Context: an optimization exercise on an open-source flow, tuned for small area. The choices shown serve that exercise and are no tape-out recipe.
The RTL was checked by simulation tests, not by an equivalence proof against the original design.
In every run shown here, the design's own scripts or RTL, not TritonCTS, make the clock network.
The clock input has no modelled driver; a real chip could not lean on it and would need a root buffer or a full tree.
Power is estimated from default activity; no workload was simulated.

File: flow/design.v
module final_top #(
    parameter NW = 22, KW = 20,
    parameter [NW-1:0] TW = 22'h25B6B0, MW = 22'h2FFFDF,
    parameter [NW-1:0] SX = 22'h286415, TX = 22'h000400, MX = 22'h3EABFF,
    parameter NP = 20, KP = 16,
    parameter [NP-1:0] TP = 20'h8D9B5, MP = 20'hFD7FF,
    parameter DW = 20, THB = 32, THR = 22, THG = 54
    ) (
    input freqIn,
    input clk,
    input rst,
    input ips_r, ips_L, ips_a,
    input obs_det,
    output RMF,RMB,LMF,LMB, LM_pwm,RM_pwm,
    output select0,
    output select1,
    output select2,
    output select3,
    output EO,
    output [3:0]an,
    output a, b, c, d, e, f, g
    );
    localparam [NW-1:0] S22 = {NW{1'b1}};
    localparam [NW-1:0] T22 = TW;
    localparam [NW-1:0] P22 = {1'b0, {(NW-1){1'b1}}};
    localparam [NP-1:0] S20 = {NP{1'b1}};
    localparam [NP-1:0] T20 = TP;
    localparam [NW-1:0] POLW = {(NW+1)/2{2'b10}};
    localparam [NP-1:0] POLP = {(NP+1)/2{2'b10}};
    localparam [1:0] PH0 = 2'b00, PH1 = 2'b01, PH2 = 2'b11, PH3 = 2'b10;
    localparam [1:0] CG = 2'b00, CB = 2'b01, CR = 2'b10, CN = 2'b11;
    localparam [1:0] RR = 2'b00, RB = 2'b01, RG = 2'b10, RF = 2'b11;
    assign EO = 0;
    assign select0 = 1;
    assign select1 = 0;
    assign an = 4'b0111;
    reg [NW-1:0] wq;
    wire [NW-1:0] wl = wq ^ POLW;
    wire we = ((wl & MX) == (TX & MX));
    always @(posedge clk)
        wq <= ((rst | we) ? SX : {wl[NW-2:0], wl[NW-1] ^ wl[KW]}) ^ POLW;
    reg [NW-1:0] cq;
    wire [NW-1:0] cl = cq ^ POLW;
    reg [1:0] ph;
    wire ct = ((cl & MW) == (T22 & MW));
    always @(posedge clk)
    begin
        if (rst)
        begin
            cq <= S22 ^ POLW;
            ph <= PH0;
        end
        else
        begin
            if (ct)
                cq <= ((ph == PH2) ? P22 : S22) ^ POLW;
            else
                cq <= {cl[NW-2:0], cl[NW-1] ^ cl[KW]} ^ POLW;
            case (ph)
                PH0: if (ct) ph <= PH1;
                PH1: if (ct) ph <= PH2;
                PH2: if (ct) ph <= PH3;
                default: ph <= PH0;
            endcase
        end
    end
    assign select3 = ph[0];
    assign select2 = ph[1] & ph[0];
    reg prevFreq;
    wire rise = freqIn & ~prevFreq;
    reg pend;
    wire inc = rise | pend;
    reg [DW-1:0] A;
    reg [DW-1:0] C;
    reg gtf;
    reg [1:0] role;
    reg [1:0] plan;
    wire eq = (C == A);
    wire gt = gtf;
    wire lt = ~gtf & ~eq;
    wire [DW:0] Cn = {1'b0, C} + inc;
    reg [1:0] nrole;
    always @(*)
        case (ph)
            PH0: nrole = ct ? RG : RB;
            PH1: nrole = ct ? RR : RG;
            PH2: nrole = RR;
            default: nrole = RB;
        endcase
    always @(posedge clk)
        if (we && (role == RR || (role == RB && lt)))
            A <= C;
    always @(posedge clk)
    begin
        if (rst)
        begin
            prevFreq <= 0;
            pend <= 0;
            C <= 0;
            gtf <= 0;
            role <= RF;
        end
        else
        begin
            prevFreq <= freqIn;
            pend <= we & rise;
            if (we)
            begin
                C <= 0;
                gtf <= 0;
                role <= nrole;
            end
            else
            begin
                C <= Cn[DW-1:0];
                if (inc)
                    gtf <= ~Cn[DW] & (gtf | eq);
            end
        end
    end
    always @(posedge clk)
        if (we)
        begin
            if (role == RF)
                plan <= CN;
            else if (role == RB)
                plan <= lt ? ((C >= THB) ? CG : CB) : (gt && A >= THR) ? CR : CN;
            else if (role == RG && !(gt && (plan != CB || C >= THG)))
                plan <= CN;
        end
    reg n;
    reg [1:0] col;
    reg [1:0] sp;
    always @(posedge clk)
    begin
        if (rst)
        begin
            n <= 1;
            col <= CN;
            sp <= CG;
        end
        else
        begin
            if (ph == PH3)
            begin
                n <= (plan == CN);
                if (plan != CN)
                    col <= plan;
            end
            if (obs_det && col != CN)
                sp <= col;
        end
    end
    assign g = 1'b0;
    assign b = 1'b1;
    assign e = n;
    assign {f, d, c} = {3{n | col[1]}};
    assign a = n | col[1] | col[0];
    reg [NP-1:0] pq;
    wire [NP-1:0] pl = pq ^ POLP;
    reg h;
    reg pwm;
    wire pt = ((pl & MP) == (T20 & MP));
    always @(posedge clk)
    begin
        if (rst)
        begin
            pq <= S20 ^ POLP;
            h <= 1;
            pwm <= 0;
        end
        else
        begin
            pq <= (pt ? S20 : {pl[NP-2:0], pl[NP-1] ^ pl[KP]}) ^ POLP;
            if (pt)
                h <= ~h;
            pwm <= sp[1] ? 1'b0 : sp[0] ? h : (h | ~pt);
        end
    end
    assign RM_pwm = pwm;
    assign LM_pwm = pwm;
    localparam [1:0] ST0 = 2'b00, ST1 = 2'b01, ST2 = 2'b10, ST6 = 2'b11;
    reg [1:0] st;
    reg mR, mL;
    wire [1:0] sc = obs_det ? st : ST1;
    always @(posedge clk)
    begin
        if (rst)
        begin
            st <= ST0;
            mR <= 1;
            mL <= 1;
        end
        else
            case (sc)
                ST0:
                begin
                    mR <= ips_r | ~ips_L;
                    mL <= ips_L | ~ips_r;
                end
                ST1:
                    if (ips_a == 0)
                        st <= ST2;
                    else
                    begin
                        mR <= 0;
                        mL <= 0;
                        st <= ST1;
                    end
                ST2:
                    if (ips_r)
                    begin
                        mR <= 0;
                        mL <= 1;
                        st <= ST2;
                    end
                    else
                        st <= ST6;
                default:
                    if (ips_L && ips_r && ips_a == 0)
                        st <= ST2;
                    else
                    begin
                        mR <= ips_r | ~ips_L;
                        mL <= ips_L | ~ips_r;
                        st <= ST6;
                    end
            endcase
    end
    assign RMF = mR;
    assign RMB = ~mR;
    assign LMF = mL;
    assign LMB = ~mL;
endmodule
File: flow/flow/run.sh
#!/bin/bash
# The standard layout (standard.sh) with these changes to how the layout is made:
#  - synthesis: the standard synthesis runs unchanged; then flow/resyn.sh re-maps its
#    combinational logic for area with ABC (flip-flops keep their instances, names
#    and cell types), keeps the smallest candidate that yosys proves equivalent to
#    the standard netlist, and the layout continues from that netlist;
#  - after floorplan (POST_FLOORPLAN_TCL hook): flow/downsize.tcl gives every logic
#    cell the smallest drive of its family (repair_design later fixes slew and load),
#    and flow/tiemerge.tcl leaves a single tie cell for all constants;
#  - clock tree built by flow/manual_cts.tcl (PRE_CTS_TCL hook): the clock port drives
#    4 clkbuf_16 leaf buffers, each driving the flip-flops of one placement cluster;
#    TritonCTS is skipped;
#  - port buffers are buf_1 cells (every input and output still gets its buffer);
#  - power recovery (downsizing off the critical path) after global routing.
# Logs in this folder: flow_synth.log and flow_make.log (make), resyn.log (summary),
# resyn_yosys_*.log and resyn_equiv_*.log (yosys); ORFS keeps each step's log under orfs/logs/.
set -euo pipefail
here=$(pwd)
export FLOW_FLOW_DIR=$here/flow
R=$here/orfs/results/sky130hd/final_top/base
LIB=$FLOW_HOME/platforms/sky130hd/lib/sky130_fd_sc_hd__tt_025C_1v80.lib
KNOBS=(
  "POST_FLOORPLAN_TCL=$here/flow/post_floorplan.tcl"
  "PRE_CTS_TCL=$here/flow/manual_cts.tcl"
  MCTS_NLEAF=4 MCTS_BUF=sky130_fd_sc_hd__clkbuf_16
  "BUFFER_PORTS_ARGS=-buffer_cell sky130_fd_sc_hd__buf_1"
  SKIP_REPAIR_TIE_FANOUT=1
  RECOVER_POWER=100
)
bash standard.sh "${KNOBS[@]}" synth > flow_synth.log 2>&1
cp "$R/1_2_yosys.v" "$R/1_2_yosys.std.v"
bash flow/resyn.sh "$R/1_2_yosys.std.v" "$R/1_2_yosys.v" "$LIB" flow/dont_use.txt "$here/flow" "$here" > resyn.log 2>&1
bash standard.sh "${KNOBS[@]}" finish > flow_make.log 2>&1
File: flow/flow/abc_a0.abc
strash
dch
amap
&get -n
&st
&dch
&nf -a
&put
strash
dc2
dch
map -a
mfs2
topo
strash
dch
amap
File: flow/flow/abc_d0.abc
strash
&get -n
&deepsyn -T 5 -S 0
&put
dch
amap
mfs2
strash
dch
amap
File: flow/flow/abc_d1.abc
strash
&get -n
&deepsyn -T 5 -S 1
&put
dch
amap
mfs2
strash
dch
amap
File: flow/flow/abc_d2.abc
strash
&get -n
&deepsyn -T 5 -S 2
&put
dch
amap
mfs2
strash
dch
amap
File: flow/flow/abc_d3.abc
strash
&get -n
&deepsyn -T 5 -S 3
&put
dch
amap
mfs2
strash
dch
amap
File: flow/flow/abc_d4.abc
strash
&get -n
&deepsyn -T 5 -S 4
&put
dch
amap
mfs2
strash
dch
amap
File: flow/flow/abc_d5.abc
strash
&get -n
&deepsyn -T 5 -S 5
&put
dch
amap
mfs2
strash
dch
amap
File: flow/flow/abc_e0.abc
strash
&get -n
&deepsyn -T 5
&put
dch
amap
File: flow/flow/dont_use.txt
sky130_fd_sc_hd__probe_p_8 sky130_fd_sc_hd__probec_p_8 sky130_fd_sc_hd__lpflow_bleeder_1 sky130_fd_sc_hd__lpflow_clkbufkapwr_1 sky130_fd_sc_hd__lpflow_clkbufkapwr_16 sky130_fd_sc_hd__lpflow_clkbufkapwr_2 sky130_fd_sc_hd__lpflow_clkbufkapwr_4 sky130_fd_sc_hd__lpflow_clkbufkapwr_8 sky130_fd_sc_hd__lpflow_clkinvkapwr_1 sky130_fd_sc_hd__lpflow_clkinvkapwr_16 sky130_fd_sc_hd__lpflow_clkinvkapwr_2 sky130_fd_sc_hd__lpflow_clkinvkapwr_4 sky130_fd_sc_hd__lpflow_clkinvkapwr_8 sky130_fd_sc_hd__lpflow_decapkapwr_12 sky130_fd_sc_hd__lpflow_decapkapwr_3 sky130_fd_sc_hd__lpflow_decapkapwr_4 sky130_fd_sc_hd__lpflow_decapkapwr_6 sky130_fd_sc_hd__lpflow_decapkapwr_8 sky130_fd_sc_hd__lpflow_inputiso0n_1 sky130_fd_sc_hd__lpflow_inputiso0p_1 sky130_fd_sc_hd__lpflow_inputiso1n_1 sky130_fd_sc_hd__lpflow_inputiso1p_1 sky130_fd_sc_hd__lpflow_inputisolatch_1 sky130_fd_sc_hd__lpflow_isobufsrc_1 sky130_fd_sc_hd__lpflow_isobufsrc_16 sky130_fd_sc_hd__lpflow_isobufsrc_2 sky130_fd_sc_hd__lpflow_isobufsrc_4 sky130_fd_sc_hd__lpflow_isobufsrc_8 sky130_fd_sc_hd__lpflow_isobufsrckapwr_16 sky130_fd_sc_hd__lpflow_lsbuf_lh_hl_isowell_tap_1 sky130_fd_sc_hd__lpflow_lsbuf_lh_hl_isowell_tap_2 sky130_fd_sc_hd__lpflow_lsbuf_lh_hl_isowell_tap_4 sky130_fd_sc_hd__lpflow_lsbuf_lh_isowell_4 sky130_fd_sc_hd__lpflow_lsbuf_lh_isowell_tap_1 sky130_fd_sc_hd__lpflow_lsbuf_lh_isowell_tap_2 sky130_fd_sc_hd__lpflow_lsbuf_lh_isowell_tap_4 sky130_fd_sc_hd__fill_1 sky130_fd_sc_hd__fill_2 sky130_fd_sc_hd__fill_4 sky130_fd_sc_hd__fill_8
File: flow/flow/downsize.tcl
# Swap every standard cell to the smallest cell of its family (same function
# name, same pins), e.g. nor4_4 -> nor4_1; repair_design later upsizes or
# buffers where slew or capacitance needs it. Flip-flops keep their cell type.
set db [ord::get_db]
set block [ord::get_db_block]
array set fam {}
foreach lib [$db getLibs] {
  foreach m [$lib getMasters] {
    set nm [$m getName]
    if {[regexp {^(sky130_fd_sc_hd__[a-z0-9]+)_([0-9]+)$} $nm -> base drive]} {
      lappend fam($base) $m
    }
  }
}
set dont_use {}
if {[info exists ::env(DONT_USE_CELLS)]} { set dont_use $::env(DONT_USE_CELLS) }
proc pins_of {m} { lsort [lmap t [$m getMTerms] {$t getName}] }
set nswap 0; set saved 0
foreach inst [$block getInsts] {
  set m [$inst getMaster]
  set nm [$m getName]
  if {![regexp {^(sky130_fd_sc_hd__[a-z0-9]+)_([0-9]+)$} $nm -> base drive]} continue
  if {[string match "*df*" $base] || [string match "*clkbuf*" $base] || [string match "*tap*" $base] || [string match "*conb*" $base]} continue
  set best $m; set ba [expr {[$m getWidth] * [$m getHeight]}]
  foreach c $fam($base) {
    set cn [$c getName]
    set skip 0
    foreach pat $dont_use { if {[string match $pat $cn]} { set skip 1 } }
    if {$skip} continue
    if {[pins_of $c] ne [pins_of $m]} continue
    set ca [expr {[$c getWidth] * [$c getHeight]}]
    if {$ca < $ba} { set best $c; set ba $ca }
  }
  if {$best ne $m} {
    set saved [expr {$saved + [$m getWidth] * [$m getHeight] - $ba}]
    $inst swapMaster $best
    incr nswap
  }
}
puts "downsize: swapped $nswap cells, [expr {$saved / 1e6}] um2"
File: flow/flow/manual_cts.tcl
# Manual clock tree, run as ORFS's PRE_CTS_TCL hook: the clock port drives
# NLEAF leaf buffers, each driving the flip-flops nearest to it (k-means on the
# placed flip-flop positions). TritonCTS is then skipped.
set nleaf [expr {[info exists ::env(MCTS_NLEAF)] ? $::env(MCTS_NLEAF) : 4}]
set bufname [expr {[info exists ::env(MCTS_BUF)] ? $::env(MCTS_BUF) : "sky130_fd_sc_hd__clkbuf_8"}]
set block [ord::get_db_block]
set db [ord::get_db]
set clkport [$block findBTerm clk]
set clknet [$clkport getNet]
set sinks {}
foreach it [$clknet getITerms] { lappend sinks $it }
set n [llength $sinks]
puts "manual_cts: [llength $sinks] sinks, $nleaf leaves of $bufname"
# positions
set xs {}; set ys {}
foreach it $sinks {
  set inst [$it getInst]
  set bb [$inst getBBox]
  lappend xs [expr {([$bb xMin] + [$bb xMax]) / 2.0}]
  lappend ys [expr {([$bb yMin] + [$bb yMax]) / 2.0}]
}
# k-means, initial centres spread along sorted x+y
set idx [lsort -integer -indices -command {apply {{a b} {expr {$a < $b ? -1 : $a > $b ? 1 : 0}}}} [lmap x $xs y $ys {expr {int($x + $y)}}]]
set cx {}; set cy {}
for {set k 0} {$k < $nleaf} {incr k} {
  set j [lindex $idx [expr {int(($k + 0.5) * $n / $nleaf)}]]
  lappend cx [lindex $xs $j]; lappend cy [lindex $ys $j]
}
set cap [expr {int(ceil(double($n) / $nleaf)) + 2}]
for {set iter 0} {$iter < 30} {incr iter} {
  # balanced assignment: greedy by distance with capacity
  set pairs {}
  for {set i 0} {$i < $n} {incr i} {
    for {set k 0} {$k < $nleaf} {incr k} {
      set d [expr {abs([lindex $xs $i] - [lindex $cx $k]) + abs([lindex $ys $i] - [lindex $cy $k])}]
      lappend pairs [list $d $i $k]
    }
  }
  set pairs [lsort -real -index 0 $pairs]
  set asg [lrepeat $n -1]; set cnt [lrepeat $nleaf 0]
  foreach p $pairs {
    lassign $p d i k
    if {[lindex $asg $i] >= 0} continue
    if {[lindex $cnt $k] >= $cap} continue
    lset asg $i $k; lset cnt $k [expr {[lindex $cnt $k] + 1}]
  }
  set sx [lrepeat $nleaf 0.0]; set sy [lrepeat $nleaf 0.0]
  for {set i 0} {$i < $n} {incr i} {
    set k [lindex $asg $i]
    lset sx $k [expr {[lindex $sx $k] + [lindex $xs $i]}]
    lset sy $k [expr {[lindex $sy $k] + [lindex $ys $i]}]
  }
  for {set k 0} {$k < $nleaf} {incr k} {
    if {[lindex $cnt $k] > 0} {
      lset cx $k [expr {[lindex $sx $k] / [lindex $cnt $k]}]
      lset cy $k [expr {[lindex $sy $k] / [lindex $cnt $k]}]
    }
  }
}
set master [$db findMaster $bufname]
for {set k 0} {$k < $nleaf} {incr k} {
  set inst [odb::dbInst_create $block $master "mcts_leaf_$k"]
  $inst setLocation [expr {int([lindex $cx $k])}] [expr {int([lindex $cy $k])}]
  $inst setPlacementStatus PLACED
  set net [odb::dbNet_create $block "mcts_clknet_$k"]
  $net setSigType CLOCK
  [$inst findITerm A] connect $clknet
  [$inst findITerm X] connect $net
  set leaves($k) $net
}
for {set i 0} {$i < $n} {incr i} {
  set it [lindex $sinks $i]
  $it disconnect
  $it connect $leaves([lindex $asg $i])
}
$clknet setSigType CLOCK
puts "manual_cts: cluster sizes $cnt"
rename clock_tree_synthesis orig_clock_tree_synthesis
proc clock_tree_synthesis {args} {
  puts "manual_cts: TritonCTS skipped"
  set_propagated_clock [all_clocks]
}
File: flow/flow/post_floorplan.tcl
# POST_FLOORPLAN_TCL hook: smallest drive for every logic cell, then one tie cell.
source $::env(FLOW_FLOW_DIR)/downsize.tcl
source $::env(FLOW_FLOW_DIR)/tiemerge.tcl
File: flow/flow/resyn.sh
#!/bin/bash
# Re-maps the combinational logic of the standard synthesis netlist for area with
# ABC. Flip-flops and tie cells stay as they are (same instances, names and cell
# types); every other cell is read as its liberty function. Each ABC script in
# flow/abc*.abc gives a candidate; a candidate counts only if yosys proves it
# equivalent to the standard netlist (flip-flops paired by name). The smallest
# proven candidate replaces the netlist; with none, the standard netlist stays.
# usage: resyn.sh IN.v OUT.v LIBERTY DONT_USE_LIST FLOWDIR LOGDIR
set -uo pipefail
in=$1; out=$2; lib=$3; du=$(cat "$4"); fdir=$5; ldir=$6
dargs=""; for c in $du; do dargs="$dargs -dont_use $c"; done
yosys=${YOSYS_EXE:-$FLOW_HOME/../tools/install/yosys/bin/yosys}
tmp=$(dirname "$out")/resyn; mkdir -p "$tmp"
best=""; besta=""
for s in "$fdir"/abc*.abc; do
  n=$(basename "$s" .abc)
  cat > "$tmp/$n.ys" <<EOS
read_liberty -ignore_miss_func $lib
blackbox sky130_fd_sc_hd__*df* sky130_fd_sc_hd__conb_1
read_verilog $in
hierarchy -top final_top
flatten
opt_clean -purge
abc -liberty $lib -script $s $dargs
opt_clean -purge
hilomap -singleton -hicell sky130_fd_sc_hd__conb_1 HI -locell sky130_fd_sc_hd__conb_1 LO
splitnets
insbuf -buf sky130_fd_sc_hd__buf_4 A X
opt_clean -purge
rename -enumerate
tee -o $tmp/$n.stat stat -liberty $lib
write_verilog -noattr -noexpr -nohex -nodec $tmp/$n.v
EOS
  timeout 600 "$yosys" -l "$ldir/resyn_yosys_$n.log" "$tmp/$n.ys" > /dev/null 2>&1 || { echo "$n: synthesis failed"; continue; }
  cat > "$tmp/$n.eq.ys" <<EOS
read_liberty -ignore_miss_func $lib
read_verilog $in
rename final_top gold
read_verilog $tmp/$n.v
rename final_top gate
hierarchy -check
flatten gold gate
opt_clean
rename -hide gold/w:_*
rename -hide gate/w:_*
equiv_make gold gate equiv
hierarchy -top equiv
equiv_simple
equiv_induct
equiv_status -assert
EOS
  if ! timeout 900 "$yosys" -l "$ldir/resyn_equiv_$n.log" "$tmp/$n.eq.ys" > /dev/null 2>&1; then
    echo "$n: not proven equivalent, skipped"; continue
  fi
  a=$(sed -n "s/.*Chip area for module '.final_top': *\([0-9.]*\).*/\1/p" "$tmp/$n.stat" | tail -1)
  echo "$n: proven, area $a"
  if [[ -n "$a" ]] && { [[ -z "$besta" ]] || awk -v x="$a" -v y="$besta" 'BEGIN{exit !(x<y)}'; }; then
    best=$n; besta=$a
  fi
done
if [[ -n "$best" ]]; then
  echo "using $best (area $besta)"
  cp "$tmp/$best.v" "$out"
else
  echo "no proven candidate; keeping the standard netlist"
  cp "$in" "$out"
fi
File: flow/flow/tiemerge.tcl
# One tie cell for all constants: loads of every other conb_1 output move to the
# first conb_1's HI or LO net; tie cells left without loads are removed.
set block [ord::get_db_block]
set keep ""
set keepnet(HI) ""; set keepnet(LO) ""
set ties {}
foreach inst [$block getInsts] {
  if {[[$inst getMaster] getName] eq "sky130_fd_sc_hd__conb_1"} { lappend ties $inst }
}
proc loads_of {net drv} {
  set l {}
  foreach it [$net getITerms] { if {$it ne $drv} { lappend l $it } }
  return $l
}
set moved 0; set removed 0
foreach inst $ties {
  foreach p {HI LO} {
    set it [$inst findITerm $p]
    set net [$it getNet]
    if {$net eq "NULL" || $net eq ""} continue
    set nl [llength [loads_of $net $it]]
    set nb [llength [$net getBTerms]]
    if {$nl == 0 && $nb == 0} { $it disconnect; odb::dbNet_destroy $net; continue }
    if {$keepnet($p) eq ""} {
      if {$keep eq ""} { set keep $inst }
      if {$inst eq $keep} { set keepnet($p) $net; continue }
    }
    if {$keepnet($p) eq ""} {
      # the kept cell has no net on this output yet: give it this one
      $it disconnect
      [$keep findITerm $p] connect $net
      set keepnet($p) $net
      continue
    }
    foreach l [loads_of $net $it] { $l disconnect; $l connect $keepnet($p); incr moved }
    foreach bt [$net getBTerms] { $bt disconnect; $bt connect $keepnet($p); incr moved }
    $it disconnect
    odb::dbNet_destroy $net
  }
}
foreach inst $ties {
  if {$inst eq $keep} continue
  set used 0
  foreach p {HI LO} { set n [[$inst findITerm $p] getNet]; if {$n ne "NULL" && $n ne ""} { set used 1 } }
  if {!$used} { odb::dbInst_destroy $inst; incr removed }
}
puts "tiemerge: [llength $ties] tie cells, moved $moved loads, removed $removed cells"
File: flow/standard.sh
#!/bin/bash
# synth_recipe.tcl (not shown) runs the flow's synth.tcl, then flattens the netlist and writes it again
# the make line also repeats each setting of config.mk as NAME=value (left out here)
make -C /OpenROAD-flow-scripts/flow DESIGN_CONFIG=/design/flow/config.mk WORK_HOME=/design/flow/orfs CLKGATE_MAP_FILE= SYNTH_SCRIPT=/design/flow/synth_recipe.tcl "${@:-finish}"
File: flow/config.mk
export PLATFORM = sky130hd
export DESIGN_NAME = final_top
export DESIGN_NICKNAME = final_top
export VERILOG_FILES = /design/flow/design.v
export SDC_FILE = /design/flow/constraint.sdc
export NUM_CORES = 4
export LEC_CHECK = 0
export CAP_MARGIN = 20
export CORE_MARGIN = 2
export CORE_UTILIZATION = 40
export PLACE_DENSITY = 0.6
export SLEW_MARGIN = 20
File: flow/constraint.sdc
create_clock -name core_clock -period 10.0 [get_ports {clk}]
set_input_delay 2.0000 -clock core_clock [delete_from_list [all_inputs] [get_ports {clk}]]
set_output_delay 2.0000 -clock core_clock [all_outputs]
set_load 0.01 [all_outputs]
==> impl_metrics.yaml, run 1 <==
timing:
  hold_viol_final: 0
  setup_ws_ns: 4.62
  worstMarginPinSlew_ns: 1.10
  finalSetupTns_ns: 0
  maxClockFrequency_mhz: 186
  drv_slew: 0
  worst_clock_skew_ns: 0.0162
  fin_crit_sh_pct: 53.8
  min_period_ns: 5.38
  slew_headroom_pct: 26.4
  rsz0062_at_grt: "no"
  setup_viol: 0
status:
  outcome: "complete, no violations"
setup_path:
  path_max_fanout: 4
  timing.rr.start: "C[0]$_SDFF_PP0_"
  worstPathArrival_ns: 5.46
  cpMostUsedCell: "nor2_1"
  startpoint_type: "input pin"
  crit_type: "in -> reg"
  rr_worst_depth: 22
  required_ns: 10.08
  reg2reg_setup_slack_ns: 6.29
  critPathCaptureType: "register"
  cp_slowest_cell: "nor2_1"
  reg2reg_to: "gtf$_SDFFE_PP0N_"
  cp_slowest_stage_delay_ns: 0.23
clock_tree:
  holdBufCountCts: 0
  post_cts_resized: 0
  worstSkewPairLatency_ns: 0.17
  path_clk_slew_ns: 0.11
  post-cts-setup-buffers: 0
global_routing:
  overflow: 0
  grt_max_degree: 34
  antenna_found_initial: 0
  grt_use_total_pct: 13.3
  first_global_vias: 2739
  grt_pass1_wl_mm: 12.7
detailed_routing:
  remaining_drc_errors: 0
  drtIter0Drc: 137
  wl_mm: 7.51
  ant_nets: 0
  wl_per_cell_um: 13.0
  via_per_inst: 5.01
  num_vias: 2889
  first_pass_iters: 4
die:
  start_util_pct: 41.0
  rows: 37
  dieArea_mm2: 0.0114
  ios: 29
  design.core.area_mm2: 0.0103
  fp.dieW_um: 107
  die_y_um: 107
job:
  maxCapViolCount: 0
finish:
  nets: 451
  multiInputGateArea_mm2: 0.00131
  antenna_cells: 0
  layout_common_cells: "dfxtp_1, nor2_1, nand2_1"
  fillers: 1014
  drive_above_1_share_pct: 0.907
  fin_util_pct: 43.6
  mostFrequentLayoutCell: "dfxtp_1"
  seq_area_mm2: 0.00270
  syn2layout_area_growth_pct: 6.51
synth:
  synth_cells: 426
  synth.avg_cell_area_um2: 9.88
  ys_warn_count: 1
  synth_area_mm2: 0.00421
  syn_nets: 433
power_and_ir_drop:
  peakVddDrop_mv: 0.0956
  p_leak_nw: 1.52
  p_per_area_mw_per_mm2: 165
min_path:
  hold_end: "cq[6]$_SDFF_PP1_"
  hold_start: "cq[5]$_SDFF_PP0_"
  hold_path_class: "reg -> reg"
  holdPathStages: 1
placement:
  hpwl_mm: 5.41
  portBuffers: 19
  post-place-ws_ns: 4.43
  gp_congestion: 0.819
-- routing by layer --
layer,vias up,GRT usage (%),share of wire (%)
met3,13,0.912,3.1
met5,-,0,0
met1,1334,18.5,49
met4,0,2.97,2.4
met2,44,22.7,45
li1,1498,-,-
-- critical path, delay by kind of cell --
| kind | cells | cell delay (ns) |
|---|---|---|
| and+or+nand+nor | 20 | 2.98 |
| AOI/OAI and AO/OA | 2 | 0.27 |
| buffers and inverters | 3 | 0.21 |
-- layout make-up --
type | count | area share (%)
sequential | 124 | 60.3
inverter | 33 | 2.76
timing repair buffer | 22 | 1.84
multi-input combinational | 258 | 29.1
buffer | 4 | 2.23
tap | 136 | 3.79
-- registers in the layout (all words and copies together), names as in the netlist --
name      count
mR            1
C            20
pend          1
sp            2
n             1
pq           20
plan          2
pwm           1
h             1
ph            2
st            2
cq           22
A            20
col           2
prevFreq      1
wq           22
gtf           1
role          2
mL            1
-- worst max-delay path by stage --
stage,slack [ns],cells after the start,startpoint,endpoint
2_1_floorplan,5.09,24,freqIn,gtf$_SDFFE_PP0N_
3_3_place_gp,4.56,25,freqIn,gtf$_SDFFE_PP0N_
3_5_place_dp,4.43,25,freqIn,gtf$_SDFFE_PP0N_
4_1_cts,4.60,25,freqIn,gtf$_SDFFE_PP0N_
5_1_grt,3.89,25,freqIn,gtf$_SDFFE_PP0N_
6_report,4.62,25,freqIn,gtf$_SDFFE_PP0N_
-- power by group --
group          leakage (nW)  total [mW]  switching, mW  internal [mW]
Sequential             1.01       0.521        0.00510          0.516
Combinational         0.459      0.0259         0.0178        0.00805
Clock                0.0493       0.192          0.117         0.0744
-- per-stage QoR --
step	cells	cell area [µm²]	power (mW)	hold WS, ns
floorplan	426	4210	0.550	0.343
global placement	573	4400	0.558	0.345
detailed placement	573	4400	0.558	0.349
CTS	577	4500	0.746	0.378
global route	577	4480	0.764	0.390
finish	577	4480	0.738	0.376
==> run 2: changes to the inputs <==
--- a/flow/flow/run.sh
+++ b/flow/flow/run.sh
@@ -12,4 +12,3 @@
 #    TritonCTS is skipped;
-#  - port buffers are buf_1 cells (every input and output still gets its buffer);
-#  - power recovery (downsizing off the critical path) after global routing.
+#  - port buffers are buf_1 cells (every input and output still gets its buffer).
 # Logs in this folder: flow_synth.log and flow_make.log (make), resyn.log (summary),
@@ -27,3 +26,2 @@
   SKIP_REPAIR_TIE_FANOUT=1
-  RECOVER_POWER=100
 )
==> run 2 against run 1 <==
Effect of this change:
- still clean
- sequential share of layout area down 0.22 points
- critical path depth unchanged
- register-to-register slack about the same
- hold slack about the same
- total power about the same
- combinational power about the same
- first-iteration DRC count up 5.8%
- maximum frequency about the same
- clock power about the same
- critical endpoint unchanged
==> impl_metrics.yaml, run 2 <==
detailed_routing:
  wl_mm: 7.49
  first_pass_iters: 4
  via_per_inst: 5.01
  remaining_drc_errors: 0
  num_vias: 2891
  wl_per_cell_um: 13.0
  ant_nets: 0
  drtIter0Drc: 145
min_path:
  hold_path_class: "reg -> reg"
finish:
  syn2layout_area_growth_pct: 6.89
  top_regs: "cq: 22 flops, wq: 22 flops"
  drive_above_1_share_pct: 1.81
  fillers: 1013
  mostFrequentLayoutCell: "dfxtp_1"
  finalInstanceArea_mm2: 0.00450
  layout_common_cells: "dfxtp_1, nor2_1, nand2_1"
  nets: 451
  antenna_cells: 0
synth:
  ys_warn_count: 1
  synth_cells: 426
  syn_nets: 433
  synth_area_mm2: 0.00421
  synth.avg_cell_area_um2: 9.88
setup_path:
  crit_type: "in -> reg"
  crit_start: "freqIn"
  timing.rr.start: "C[0]$_SDFF_PP0_"
  reg2reg_setup_slack_ns: 6.29
  worstPathArrival_ns: 5.46
  startpoint_type: "input pin"
  rr_worst_depth: 22
  reg2reg_to: "gtf$_SDFFE_PP0N_"
  critPathCaptureType: "register"
  path_max_fanout: 4
  crit_end: "gtf$_SDFFE_PP0N_"
  required_ns: 10.08
placement:
  hpwl_mm: 5.41
  gp_congestion: 0.819
  post-place-ws_ns: 4.43
  portBuffers: 19
  placed_area_mm2: 0.00440
global_routing:
  grt_use_total_pct: 13.3
  grt_pass1_wl_mm: 12.7
  grt_max_degree: 34
  antenna_found_initial: 0
  overflow: 0
  first_global_vias: 2739
power_and_ir_drop:
  power_frac_seq_pct: 70.5
  power_frac_clock_pct: 26.0
  p_switching_mw: 0.140
  power_frac_comb_pct: 3.5
  power.internal_mw: 0.598
  peakVddDrop_mv: 0.0955
  p_leak_nw: 1.53
  p_per_area_mw_per_mm2: 164
  switching_share_pct: 19.0
die:
  die_y_um: 107
  design.core.area_mm2: 0.0103
  dieArea_mm2: 0.0114
  fp.dieW_um: 107
  start_util_pct: 41.0
  rows: 37
  ios: 29
timing:
  fin_crit_sh_pct: 53.8
  min_period_ns: 5.38
  rsz0062_at_grt: "no"
  setup_ws_ns: 4.62
  finalSetupTns_ns: 0
  drv_slew: 0
  worstMarginPinSlew_ns: 0.756
  slew_headroom_pct: 49.6
  maxClockFrequency_mhz: 186
  whs_ns: 0.376
  hold_viol_final: 0
  worst_clock_skew_ns: 0.0160
  setup_viol: 0
clock_tree:
  worstSkewPairLatency_ns: 0.17
  post-cts-setup-buffers: 0
  holdBufCountCts: 0
  path_clk_slew_ns: 0.11
  post_cts_resized: 0
status:
  outcome: "complete, no violations"
job:
  maxCapViolCount: 0
## run 2: worst min path at each step
| stage | startpoint | endpoint | slack [ns] | cells after the start |
|---|---|---|---|---|
| final | cq[5]$_SDFF_PP0_ | cq[6]$_SDFF_PP1_ | 0.38 | 1 |
| after detailed placement | cq[5]$_SDFF_PP0_ | cq[6]$_SDFF_PP1_ | 0.35 | 1 |
| after global routing | wq[10]$_SDFF_PP1_ | wq[11]$_DFF_P_ | 0.39 | 1 |
| after CTS | cq[5]$_SDFF_PP0_ | cq[6]$_SDFF_PP1_ | 0.38 | 1 |
| after floorplan | cq[5]$_SDFF_PP0_ | cq[6]$_SDFF_PP1_ | 0.34 | 1 |
| after global placement | wq[10]$_SDFF_PP1_ | wq[11]$_DFF_P_ | 0.34 | 1 |
## run 2: through the flow
step / cells / power (mW) / util (%)
after CTS: 577 / 0.746 / 43.8
after global routing: 577 / 0.765 / 43.8
after detailed placement: 573 / 0.558 / 42.8
after floorplan: 426 / 0.550 / -
after global placement: 573 / 0.558 / 42.8
final: 577 / 0.739 / 43.8
## run 2: area by class of cell
type	count	area, µm²	share of cell area [%]
multi-input cells	258	1310	29.1
repair buffers	22	93.8	2.09
flip-flops and latches	124	2700	60.0
plain buffers	4	100	2.22
well taps	136	170	3.78
inverters	33	124	2.75
## run 2: power groups by stage
stage | clock network (mW) | logic [mW] | registers, mW
floorplan | 0 | 0.0191 | 0.531
finish | 0.192 | 0.0262 | 0.521
global route | 0.213 | 0.0300 | 0.522
detailed placement | 0 | 0.0264 | 0.532
CTS | 0.199 | 0.0264 | 0.521
global placement | 0 | 0.0259 | 0.532
## run 2: critical path, stage by stage
cell and delay (ns):
buf_1 0.07, clkinv_1 0.07, nor2_1 0.17, nor2_1 0.07, nor2_1 0.15, nand2_1 0.11
nor2_1 0.18, nand2_1 0.13, clkinv_1 0.07, nand3_1 0.12, nor2_1 0.21, nand2_1 0.10
nor2_1 0.21, nand2_1 0.11, nor2_1 0.21, nand2_1 0.11, nor2_1 0.23, nand2_1 0.11
nor2_1 0.19, nand2_1 0.10, nor2_1 0.19, nand2_1 0.10, nor2_1 0.18, a21oi_1 0.13
o311a_1 0.13
## run 2: layer usage
layer / vias up / part of all wire (%) / GRT usage, %
li1: 1500 / - / -
met1: 1335 / 50 / 18.5
met2: 43 / 45 / 22.7
met3: 13 / 3.0 / 0.912
met4: 0 / 2.4 / 2.97
met5: - / 0 / 0
==> run 3: changes to the inputs <==
--- a/flow/flow/run.sh
+++ b/flow/flow/run.sh
@@ -12,3 +12,6 @@
 #    TritonCTS is skipped;
-#  - port buffers are buf_1 cells (every input and output still gets its buffer).
+#  - port buffers are buf_1 cells (every input and output still gets its buffer);
+#  - power recovery (downsizing off the critical path) after global routing, then
+#    flow/post_global_route.tcl (POST_GLOBAL_ROUTE_TCL hook) repairs slew and
+#    capacitance again.
 # Logs in this folder: flow_synth.log and flow_make.log (make), resyn.log (summary),
@@ -26,2 +29,4 @@
   SKIP_REPAIR_TIE_FANOUT=1
+  RECOVER_POWER=100
+  "POST_GLOBAL_ROUTE_TCL=$here/flow/post_global_route.tcl"
 )
==> flow/flow/post_global_route.tcl (new file) <==
# POST_GLOBAL_ROUTE_TCL hook: power recovery may have downsized a driver below what
# its load needs; repair slew and capacitance once more, as after placement.
global_route -start_incremental
repair_design -slew_margin $::env(SLEW_MARGIN) -cap_margin $::env(CAP_MARGIN)
detailed_placement
global_route -end_incremental
estimate_parasitics -global_routing
==> run 3 against run 2 <==
Effect of this change:
- sequential power is essentially flat
- worst setup slack lost 0.00054 ns
- via count shrank 0.10%
- final area shrank 0.33%
==> impl_metrics.yaml, run 3 <==
die:
  dieArea_mm2: 0.0114
  start_util_pct: 41.0
  ios: 29
  die_y_um: 107
  fp.dieW_um: 107
  design.core.area_mm2: 0.0103
  rows: 37
detailed_routing:
  num_vias: 2888
  wl_mm: 7.51
  wl_per_cell_um: 13.0
  ant_nets: 0
  first_pass_iters: 4
  remaining_drc_errors: 0
  drtIter0Drc: 139
  via_per_inst: 5.01
clock_tree:
  worstSkewPairLatency_ns: 0.17
  path_clk_slew_ns: 0.11
  holdBufCountCts: 0
  post_cts_resized: 0
  post-cts-setup-buffers: 0
power_and_ir_drop:
  peakVddDrop_mv: 0.0956
  p_per_area_mw_per_mm2: 165
  p_leak_nw: 1.53
finish:
  syn2layout_area_growth_pct: 6.54
  drive_above_1_share_pct: 1.13
  nets: 451
  antenna_cells: 0
  fillers: 1015
  instances_no_fill: 577
  top_regs: "cq: 22 flops, wq: 22 flops"
  layout_common_cells: "dfxtp_1, nor2_1, nand2_1"
  mostFrequentLayoutCell: "dfxtp_1"
placement:
  hpwl_mm: 5.41
  gp_congestion: 0.819
  portBuffers: 19
  place_inst: 573
setup_path:
  worstPathArrival_ns: 5.46
  reg2reg_setup_slack_ns: 6.29
  timing.rr.start: "C[0]$_SDFF_PP0_"
  cpMostUsedCell: "nor2_1"
  cp_slowest_cell: "nor2_1"
  path_max_fanout: 4
  startpoint_type: "input pin"
  crit_type: "in -> reg"
  cp_slowest_stage_delay_ns: 0.23
  required_ns: 10.08
  rr_worst_depth: 22
  critPathCaptureType: "register"
  crit_start: "freqIn"
  reg2reg_to: "gtf$_SDFFE_PP0N_"
synth:
  ys_warn_count: 1
  synth_cells: 426
  syn_nets: 433
  synth_area_mm2: 0.00421
  synth.avg_cell_area_um2: 9.88
timing:
  hold_viol_final: 0
  fin_crit_sh_pct: 53.8
  min_period_ns: 5.38
  maxClockFrequency_mhz: 186
  drv_slew: 0
  setup_viol: 0
  whs_ns: 0.376
  finalSetupTns_ns: 0
  worstMarginPinSlew_ns: 1.03
  slew_headroom_pct: 31.3
  worst_clock_skew_ns: 0.0162
global_routing:
  grt_max_degree: 34
  grt_pass1_wl_mm: 12.7
  first_global_vias: 2739
  grt_use_total_pct: 13.3
  overflow: 0
  antenna_found_initial: 0
min_path:
  hold_start: "cq[5]$_SDFF_PP0_"
  holdPathStages: 1
  hold_path_class: "reg -> reg"
  hold_end: "cq[6]$_SDFF_PP1_"
status:
  outcome: "complete, no violations"
job:
  maxCapViolCount: 0
[run 3: worst max-delay path: cells and delay by family]
family          cells  cell delay (ns)
simple gates       20             2.98
compound gates      2             0.27
buf+inv             3             0.21
[run 3: metrics by stage]
step                      util (%)  total power, mW  area (µm²)  worst slack [ns]
after floorplan                  -            0.550        4210              5.09
after global placement        42.8            0.558        4400              4.56
after detailed placement      42.8            0.558        4400              4.43
final                         43.6            0.738        4490              4.62
after CTS                     43.8            0.746        4500              4.60
[run 3: worst max-delay path by stage]
stage | to | cells past startpoint
detailed placement | gtf$_SDFFE_PP0N_ | 25
global placement | gtf$_SDFFE_PP0N_ | 25
floorplan | gtf$_SDFFE_PP0N_ | 24
CTS | gtf$_SDFFE_PP0N_ | 25
finish | gtf$_SDFFE_PP0N_ | 25
[run 3: cell type report]
type / instances / area (µm²) / share of cell area [%]
plain buffers: 4 / 100 / 2.23
inverters: 33 / 124 / 2.76
multi-input cells: 258 / 1310 / 29.1
flip-flops and latches: 124 / 2700 / 60.3
well taps: 136 / 170 / 3.79
repair buffers: 22 / 83.8 / 1.87
[run 3: report_power, final]
group	total (mW)	leakage, nW	switching, mW	internal (mW)
Sequential	0.521	1.01	0.00510	0.516
Clock	0.192	0.0493	0.117	0.0744
Combinational	0.0259	0.463	0.0178	0.00805
[run 3: layer usage]
metal  GRT usage (%)  up-vias  share of wire (%)
li1                -     1498                  -
met2            22.7       44                 45
met3           0.912       13                3.1
met4            2.97        0                2.4
met1            18.5     1333                 49
met5               0        -                  0

-- re-timing with driven ports --
In the flow no input, the clock included, has a driving cell. The finished layouts below were timed again as built, in two steps.
Step 1 sets driving cells, clkbuf_16 on the clock port and buf_2 on the other inputs (assumed; they add their load-dependent delay and slew).
Step 2 times the ports against the registers' clock, not the clock port: input delays grow and output delays shrink by t, the midpoint of the rising clock arrivals with the driver on.
Slacks: no drivers / after step 1 / after step 2; pairs: no drivers / after step 1.
run	t (ns)	slack for setup (ns)	worst setup path at the end
run 1	0.246	4.619 / 4.676 / 4.430	input to register
run 2	0.246	4.620 / 4.677 / 4.430	input to register
run 3	0.246	4.619 / 4.676 / 4.430	input to register
After both steps every run listed still meets setup and hold. For run 2, which loses most, drivers alone change the setup slack by +0.057 ns; drivers and shift together by -0.190 ns.
